Context: an optimization exercise on an open-source flow, tuned for small area. The choices shown serve that exercise and are no tape-out recipe.
Only simulation tests tie the RTL to the original design; equivalence was not proved.
No activity file was given, so power comes from the tool's default toggle rates.

## AHBPERIPH
module AHBPERIPH(
  input  wire        HCLK,
  input  wire        HRESETn,
  input  wire [31:0] HADDR,
  input  wire [1:0]  HTRANS,
  input  wire        HWRITE,
  input  wire [31:0] HWDATA,
  output wire [31:0] HRDATA,
  output wire        HREADY,
  input  wire        RsRx,
  output wire        RsTx,
  input  wire        capture_event,
  output wire        PWM_OUT,
  input  wire [15:0] GPIOIN,
  output wire [15:0] GPIOOUT,
  output wire [6:0]  seg,
  output wire        dp,
  output wire [3:0]  an,
  output wire        uart_irq,
  output wire        timer_irq,
  output wire        gpio_irq
);
Size in the first run: roughly 630 flip-flops, about 150 I/O pins, ~26000 um2 of cells after synthesis.
clock: 10.0 ns
lec_check: 0
cap_margin: 20
core_margin: 2
core_utilization: 40
gpl_timing_driven: 0
place_density: 0.6
slew_margin: 20
standard.sh (not shown) runs the stock make flow with config.mk's settings and CLKGATE_MAP_FILE= SYNTH_SCRIPT=/design/flow/synth_recipe.tcl, a recipe that flattens the netlist after the stock synthesis.
==> flow/flow/run.sh <==
#!/bin/bash
set -euo pipefail
W=$PWD
# Synthesis script: synth_recipe.tcl with abc's -script argument replaced.
{
  echo "proc abc {args} {"
  echo "  set i [lsearch -exact \$args -script]"
  echo "  if {\$i >= 0} { lset args [expr {\$i + 1}] $W/flow/area.abc }"
  echo "  yosys abc {*}\$args"
  echo "}"
  cat synth_recipe.tcl
} > my_synth.tcl
sed "s|SYNTH_SCRIPT=[^ ]*|SYNTH_SCRIPT=$W/my_synth.tcl|" standard.sh > my_standard.sh
grep -q "SYNTH_SCRIPT=$W/my_synth.tcl" my_standard.sh
export BUFFER_PORTS_ARGS="-buffer_cell sky130_fd_sc_hd__buf_1"
export CTS_ARGS="-sink_clustering_enable -repair_clock_nets -dont_use_dummy_load -buf_list sky130_fd_sc_hd__clkbuf_4 -root_buf sky130_fd_sc_hd__clkbuf_16 -sink_clustering_size 8 -sink_clustering_max_diameter 40"
bash my_standard.sh > standard.log 2>&1
==> flow/flow/area.abc <==
strash
dc2
&get -n
&deepsyn -T 30
&put
dc2
dch -f
amap -m -F 4 -A 8
Change:
--- a/flow/flow/run.sh
+++ b/flow/flow/run.sh
@@ -16 +16 @@
-export CTS_ARGS="-sink_clustering_enable -repair_clock_nets -dont_use_dummy_load -buf_list sky130_fd_sc_hd__clkbuf_4 -root_buf sky130_fd_sc_hd__clkbuf_16 -sink_clustering_size 8 -sink_clustering_max_diameter 40"
+export CTS_ARGS="-sink_clustering_enable -repair_clock_nets -dont_use_dummy_load -buf_list sky130_fd_sc_hd__clkbuf_4 -root_buf sky130_fd_sc_hd__clkbuf_16 -sink_clustering_size 10 -sink_clustering_max_diameter 40"
Settings changed: GPL_TIMING_DRIVEN 0 to default.
Outcome: The changed run completed with no timing, DRC or antenna violations; sequential share of layout area is about the same; clock skew fell by 0.0030 ns; worst setup slack gets worse by 0.55 ns; area after synthesis rose by 0.32%.
Change:
--- a/flow/flow/run.sh
+++ b/flow/flow/run.sh
@@ -16 +16 @@
-export CTS_ARGS="-sink_clustering_enable -repair_clock_nets -dont_use_dummy_load -buf_list sky130_fd_sc_hd__clkbuf_4 -root_buf sky130_fd_sc_hd__clkbuf_16 -sink_clustering_size 10 -sink_clustering_max_diameter 40"
+export CTS_ARGS="-sink_clustering_enable -repair_clock_nets -dont_use_dummy_load -buf_list sky130_fd_sc_hd__clkbuf_4 -root_buf sky130_fd_sc_hd__clkbuf_16 -sink_clustering_size 9 -sink_clustering_max_diameter 60"
After rerunning: Clock skew came out lower by 0.0070 ns. Routed wire length came out higher by 1.2%. Cell count came out lower by 0.92%. Worst setup slack is better by 0.94 ns. Core utilization came out lower by 0.28 points. Hold slack is better by 0.041 ns. Via count came out higher by 0.57%. Total power came out lower by 0.92%. Area after synthesis came out lower by about 0.3%.
Change:
--- a/flow/flow/run.sh
+++ b/flow/flow/run.sh
@@ -16 +16 @@
-export CTS_ARGS="-sink_clustering_enable -repair_clock_nets -dont_use_dummy_load -buf_list sky130_fd_sc_hd__clkbuf_4 -root_buf sky130_fd_sc_hd__clkbuf_16 -sink_clustering_size 9 -sink_clustering_max_diameter 60"
+export CTS_ARGS="-sink_clustering_enable -repair_clock_nets -dont_use_dummy_load -buf_list sky130_fd_sc_hd__clkbuf_4 -root_buf sky130_fd_sc_hd__clkbuf_16 -sink_clustering_size 8 -sink_clustering_max_diameter 40"
=> Global-route usage is higher by 0.27 points; design area is higher slightly; power is higher by a few percent; synthesized cell count hardly moves; cell count is higher slightly.
Change:
Settings changed: CAP_MARGIN 20 to 5, SLEW_MARGIN 20 to 5.
Effect: The changed run completed with no timing, DRC or antenna violations. Sequential share of layout area drops by 0.19 points. Wire length drops slightly. Clock-buffer cell count climbs by 4.

afterwards: timing with drivers on the ports:
Ports are ideal in the flow. The routed layouts listed here were re-timed in OpenROAD.
Step 1 sets driving cells, clkbuf_16 on the clock port and buf_2 on the other inputs (assumed; they add their load-dependent delay and slew).
Step 2 moves the port delays by t, midway between the first and last clock arrival at a register: inputs arrive t later, outputs are due t later. That takes back most of the time a late clock gives input paths.
Slacks: no drivers / after step 1 / after step 2; pairs: no drivers / after step 1.
| run | t, ns | slack for setup (ns) | slew at the worst register clock pin (ns) | cell pins on the clock port's net |
|---|---|---|---|---|
| the first run | 0.625 | 2.355 / 2.307 / 2.355 | 0.11 / 0.11 | 1 |
| the second run | 0.624 | 1.804 / 1.804 / 1.804 | 0.12 / 0.12 | 1 |
| the third run | 0.637 | 2.748 / 2.684 / 3.028 | 0.12 / 0.12 | 1 |
| the fourth run | 0.610 | 2.159 / 2.159 / 2.159 | 0.10 / 0.10 | 1 |
| the fifth run | 0.627 | 1.877 / 1.877 / 1.877 | 0.10 / 0.10 | 1 |
After both steps every run listed still meets setup and hold.
